From an optimization exercise on the open Yosys and OpenROAD flow, aimed at small area; shortcuts taken in it are not production practice. In this exercise RTL edits were held to simulation tests only and were not proved equivalent to the original. No activity file was given, so power comes from the tool's default toggle rates.

## standard.sh

```bash
#!/bin/bash
# synth_recipe.tcl (not shown) runs the flow's synth.tcl, then flattens the netlist and writes it again
# the make line also repeats each setting of config.mk as NAME=value (left out here)
make -C /OpenROAD-flow-scripts/flow DESIGN_CONFIG=/design/flow/config.mk WORK_HOME=/design/flow/orfs CLKGATE_MAP_FILE= SYNTH_SCRIPT=/design/flow/synth_recipe.tcl "${@:-finish}"
```

## flow/reabc.abc

```
strash
&get -n
&deepsyn -T 60 -S 7
&put
balance -l; resub -K 6 -l; rewrite -l; resub -K 6 -N 2 -l; refactor -l; resub -K 8 -l; balance -l; resub -K 8 -N 2 -l; rewrite -l; resub -K 10 -l; rewrite -z -l; resub -K 10 -N 2 -l; balance -l; resub -K 12 -l; refactor -z -l; resub -K 12 -N 2 -l; rewrite -z -l; balance -l
dch -f
map -a
topo
```

## design.v

```verilog
module TLD(clk, rst, Anode, Cathode, signal);
	input clk, rst, signal;
	output [7:0] Anode, Cathode;
	reg [7:0] Anode, Cathode;
	reg [3:0] ph;
	reg [3:0] run;
	reg [31:0] q;
	reg [3:0] pre;
	wire pls = pre[3] & pre[0];
	wire p1 = ~pre[3] & ~pre[2] & ~pre[1] & pre[0];
	always @(posedge clk, posedge rst)
		if (rst) pre <= 4'd0;
		else if (pls) pre <= 4'd0;
		else pre <= pre + 4'd1;
	wire inc = (run == 4'd10) && p1;
	always @(posedge clk, posedge rst)
		if (rst) ph <= 4'd0;
		else if (pls) ph <= ph + 4'd1;
	always @(posedge clk, posedge rst)
		if (rst) run <= 4'd0;
		else if (pls) begin
			if (!signal) run <= 4'd0;
			else if (run != 4'd11) run <= run + 4'd1;
		end
	wire [32:0] t;
	assign t[0] = inc;
	genvar i;
	generate for (i = 0; i < 32; i = i + 1) begin : g_cnt
		assign t[i+1] = t[i] & q[i];
		always @(posedge clk, posedge rst)
			if (rst) q[i] <= 1'b0;
			else q[i] <= q[i] ^ t[i];
	end endgenerate
	wire [2:0] d = ph[3:1];
	always @(*) begin
		Anode = 8'hFF;
		Anode[d] = 1'b0;
	end
	wire [3:0] hex = q[{d, 2'b00} +: 4];
	always @(*)
		case (hex)
			4'h0: Cathode = 8'hC0;
			4'h1: Cathode = 8'hF9;
			4'h2: Cathode = 8'hA4;
			4'h3: Cathode = 8'hB0;
			4'h4: Cathode = 8'h99;
			4'h5: Cathode = 8'h92;
			4'h6: Cathode = 8'h82;
			4'h7: Cathode = 8'hF8;
			4'h8: Cathode = 8'h80;
			4'h9: Cathode = 8'h98;
			4'hA: Cathode = 8'h88;
			4'hB: Cathode = 8'h83;
			4'hC: Cathode = 8'hC6;
			4'hD: Cathode = 8'hA1;
			4'hE: Cathode = 8'h86;
			default: Cathode = 8'h8E;
		endcase
endmodule
```

## flow/dont_use.txt

```
sky130_fd_sc_hd__lpflow_bleeder_1
sky130_fd_sc_hd__lpflow_clkbufkapwr_1
sky130_fd_sc_hd__lpflow_clkbufkapwr_16
sky130_fd_sc_hd__lpflow_clkbufkapwr_2
sky130_fd_sc_hd__lpflow_clkbufkapwr_4
sky130_fd_sc_hd__lpflow_clkbufkapwr_8
sky130_fd_sc_hd__lpflow_clkinvkapwr_1
sky130_fd_sc_hd__lpflow_clkinvkapwr_16
sky130_fd_sc_hd__lpflow_clkinvkapwr_2
sky130_fd_sc_hd__lpflow_clkinvkapwr_4
sky130_fd_sc_hd__lpflow_clkinvkapwr_8
sky130_fd_sc_hd__lpflow_decapkapwr_12
sky130_fd_sc_hd__lpflow_decapkapwr_3
sky130_fd_sc_hd__lpflow_decapkapwr_4
sky130_fd_sc_hd__lpflow_decapkapwr_6
sky130_fd_sc_hd__lpflow_decapkapwr_8
sky130_fd_sc_hd__lpflow_inputiso0n_1
sky130_fd_sc_hd__lpflow_inputiso0p_1
sky130_fd_sc_hd__lpflow_inputiso1n_1
sky130_fd_sc_hd__lpflow_inputiso1p_1
sky130_fd_sc_hd__lpflow_inputisolatch_1
sky130_fd_sc_hd__lpflow_isobufsrc_1
sky130_fd_sc_hd__lpflow_isobufsrc_16
sky130_fd_sc_hd__lpflow_isobufsrc_2
sky130_fd_sc_hd__lpflow_isobufsrc_4
sky130_fd_sc_hd__lpflow_isobufsrc_8
sky130_fd_sc_hd__lpflow_isobufsrckapwr_16
sky130_fd_sc_hd__lpflow_lsbuf_lh_hl_isowell_tap_1
sky130_fd_sc_hd__lpflow_lsbuf_lh_hl_isowell_tap_2
sky130_fd_sc_hd__lpflow_lsbuf_lh_hl_isowell_tap_4
sky130_fd_sc_hd__lpflow_lsbuf_lh_isowell_4
sky130_fd_sc_hd__lpflow_lsbuf_lh_isowell_tap_1
sky130_fd_sc_hd__lpflow_lsbuf_lh_isowell_tap_2
sky130_fd_sc_hd__lpflow_lsbuf_lh_isowell_tap_4
sky130_fd_sc_hd__probe_p_8
sky130_fd_sc_hd__probec_p_8
```

## config.mk

```make
export PLATFORM = sky130hd
export DESIGN_NAME = TLD
export DESIGN_NICKNAME = TLD
export VERILOG_FILES = /design/flow/design.v
export SDC_FILE = /design/flow/constraint.sdc
export NUM_CORES = 4
export LEC_CHECK = 0
export CAP_MARGIN = 20
export CORE_MARGIN = 2
export CORE_UTILIZATION = 60
export SLEW_MARGIN = 20
```

## constraint.sdc

```tcl
create_clock -name core_clock -period 10.0 [get_ports {clk}]
set_input_delay 2.0000 -clock core_clock [delete_from_list [all_inputs] [get_ports {clk}]]
set_output_delay 2.0000 -clock core_clock [all_outputs]
set_load 0.01 [all_outputs]
```

## flow/run.sh

```bash
#!/bin/bash
# Layout flow: the standard synthesis, then the combinational logic is mapped
# again with an area-oriented ABC script (registers, their names and cell
# types are kept as the standard synthesis made them), then the standard ORFS
# layout with the smallest port buffers and a clock tree without dummy loads.
# Each tool writes its output to a log file of its own in this folder.
set -euo pipefail
W=$(pwd)
R=$W/orfs/results/$FLOW_PLATFORM/TLD/base
LIB=$FLOW_HOME/platforms/$FLOW_PLATFORM/lib/sky130_fd_sc_hd__tt_025C_1v80.lib
export BUFFER_PORTS_ARGS="-buffer_cell sky130_fd_sc_hd__buf_1"
export CTS_ARGS="-sink_clustering_enable -repair_clock_nets -dont_use_dummy_load"

bash standard.sh synth > synth.log 2>&1
cp $R/1_2_yosys.v $W/1_2_yosys.standard.v

DU=$(sed 's/^/-dont_use /' $W/flow/dont_use.txt | tr '\n' ' ')
cat > $W/reabc.ys <<EOY
read_liberty -ignore_miss_func -ignore_miss_dir $LIB
read_verilog $W/1_2_yosys.standard.v
hierarchy -top $FLOW_TOP
blackbox sky130_fd_sc_hd__df* sky130_fd_sc_hd__conb_1
flatten
opt -purge
abc -script $W/flow/reabc.abc -liberty $LIB $DU
opt_clean -purge
hilomap -singleton -hicell sky130_fd_sc_hd__conb_1 HI -locell sky130_fd_sc_hd__conb_1 LO
splitnets
opt_clean -purge
read_liberty -lib -overwrite $LIB
tee -o $W/reabc_stat.txt stat -liberty $LIB
write_verilog -noattr -nohex -nodec $R/1_2_yosys.v
EOY
yosys -s $W/reabc.ys > $W/reabc.log 2>&1
rm -f $R/1_synth.odb
bash standard.sh > standard.log 2>&1
```

==> run notes <==
Reg power frac between 60% and 70%; PostCTS Resize Cnt 0; Worst EP arrival 6.02 ns; switching power roughly 0.056 mW; postcts setup bufs 0; n_diodes 0; die area 3990 um2; first-pass GRT wire length 6930 um; M2 GR Usage 34.0%; Crit Path Category reg -> reg; GR Overflow Total 0; outcome complete, no violations; ratio of cells with drive above 1 in the final layout 2.53%; Hold Crit Endpoint q[31]; CTS tree done; Clock power frac between 20% and 30%; worst-path maximum fanout 5; Finish-stage setup viols 0; cells after synthesis 254; max-cap viol count 0; Synth Net Count about 260; setup TNS 0 ns; final wirelength ~3800 um; sw frac 21.5%; HP Start q[31]; maximum number of pins on one net before global-route repair 45; Top-Level Pins 19; met3 usage 6.07%; clock slew at reported path FFs 0.12 ns; FF-to-FF End q[31]; clock latency at the later pin of the worst-skew pair about 0.35 ns; dpl hpwl 2950 um; Relative slew margins 61.5%; cell at the slowest stage of the critical path dfrtp_1; element type at the critical path end flip-flop; Hold WC Path Type reg -> reg; min Tclk post-route 5.77 ns; Most Used Layer, Global Route met2; Starting Density 62.9%; worst slew pin tran 0.573 ns; Static Leak between 1 and 1.5 nW; internal power 0.206 mW; DRT Pass-1 Iters 4; CTS Buf Count 5; CTS Sinks 44; RePlAce Congestion 0.886; Comb power frac 3.1%; Net count, final 282; Worst Skew 0.0215 ns; required time of the critical path between 10 and 15 ns; Total Routing Usage GR 22.6%; Fillers about 310; vias per cell 5.04; fmax 173 MHz; number of global-route vias before repair 1568; Die X about 63 um; # hold bufs at CTS 0; die height around 63 um; Synth warnings 1; Area Overhead vs Synth 7.93%; Antenna Nets Post-Route 0; RSZ-0062 raised after global routing false; Core Area between 3000 and 4000 um2; fin crit share 57.7%; Worst Hold Margin 0.487 ns; Bufs on Longest Clock Path 2; DR WL/cell 11.8 um; met1 usage in global routing 31.8%; VDD IR max 0.0911 mV; CTS H-Tree Depth 2; worst flop-to-flop path startpoint pre[0]; synthesized area 2100 um2; power density over cell area 116 nW/um2; IO buf count 17; most used cell, CP nand2_1; Slew Viols, Final 0; root buffer cell clkbuf_4; WHS Path Cells 1; Startpoint Class flip-flop; final count of hold timing violations 0; Reg2Reg Depth 42; flop2flop setup slack 4.23 ns; initial antenna violation count 0; First DRT Iteration DRCs 114; routed vias 1627; DRC errors left 0; row count 21; mean post-synth cell area between 8 and 9 um2; worst stage delay on the critical path 0.36 ns
-- layout make-up --
| cell class | instances | area (um2) | area share [%] |
|---|---|---|---|
| sequential | 44 | 1100 | 48.6 |
| multi-input combinational | 165 | 828 | 36.6 |
| inverter | 45 | 169 | 7.46 |
| timing repair buffer | 18 | 71.3 | 3.15 |
| tap | 46 | 57.6 | 2.54 |
| clock buffer | 5 | 37.5 | 1.66 |
-- flip-flops by register name, indices dropped and copies added (netlist names) --
signal,cells
q,32
ph,4
pre,4
run,4
-- power by group through the flow --
stage                     clock, mW  sequential (mW)  combinational, mW
final                        0.0724            0.181            0.00823
after global routing         0.0832            0.182            0.00988
after CTS                    0.0745            0.181            0.00853
after detailed placement          0            0.185            0.00852
after global placement            0            0.185            0.00850
after floorplan                   0            0.184            0.00636
-- layer usage --
layer	wire length (um)	vias to the layer above
met3	185	8
li1	-	870
met5	0	-
met2	1660	32
met1	1900	717
met4	61	0
-- placed cells by master (no fill, tap or decap), types with 5 or more instances in the layout --
| master | instances |
|---|---|
| nand2_1 | 33 |
| dfrtp_1 | 44 |
| xnor2_1 | 5 |
| clkinv_1 | 45 |
| nor3_1 | 10 |
| clkbuf_4 | 5 |
| o22ai_1 | 7 |
| nor2_1 | 54 |
| a22oi_1 | 8 |
| nand3_1 | 5 |
| o21ai_0 | 5 |
| a21oi_1 | 16 |
| xor2_1 | 11 |
| buf_1 | 17 |
-- worst max path at each step --
stage | from | to | slack (ns) | cells past startpoint
2_1_floorplan | pre[0] | q[31] | 5.10 | 42
3_3_place_gp | pre[0] | q[31] | 4.40 | 42
3_5_place_dp | pre[0] | q[31] | 4.24 | 42
4_1_cts | pre[0] | q[31] | 4.22 | 42
5_1_grt | pre[0] | q[31] | 3.19 | 42
6_report | pre[0] | q[31] | 4.23 | 42
-- per-stage QoR --
step / utilization (%) / setup slack, ns / instance area, um2 / instances / power [mW]
3_5_place_dp: 66.7 / 4.24 / 2230 / 318 / 0.193
5_1_grt: 67.9 / 3.19 / 2260 / 323 / 0.275
4_1_cts: 67.9 / 4.22 / 2260 / 323 / 0.264
6_report: 67.9 / 4.23 / 2260 / 323 / 0.262
3_3_place_gp: 66.7 / 4.40 / 2230 / 318 / 0.193
2_1_floorplan: - / 5.10 / 2100 / 254 / 0.191
-- critical path: cells and delay by family, from the launching register on --
kind	cells	cell delay (ns)
XOR/XNOR	1	0.13
buffers and inverters	8	0.70
flip-flops	1	0.36
AND/OR/NAND/NOR	33	4.52

==> static timing again, ports no longer ideal <==
In the flow no input, the clock included, has a driving cell. The finished layout below was timed again as built, in two steps. Step 1 assumes that a clkbuf_16 drives the clock port and a buf_2 every other input. Step 2, shift: input delay + t, output delay - t, t = (earliest + latest rising clock arrival at the registers) / 2. This alone moves slack from input paths to output paths. Slacks: no drivers / after step 1 / after step 2; pairs: no drivers / after step 1.
shift t [ns]: 0.359
setup slack, ns: 4.234 / 4.234 / 4.234
worst slew at a driven data input, ns: 0.03
pins driven straight from the clock port: 1
After both steps setup and hold are still met in this run. For this run, drivers alone change the setup slack by 0.000 ns; drivers and shift together by 0.000 ns.
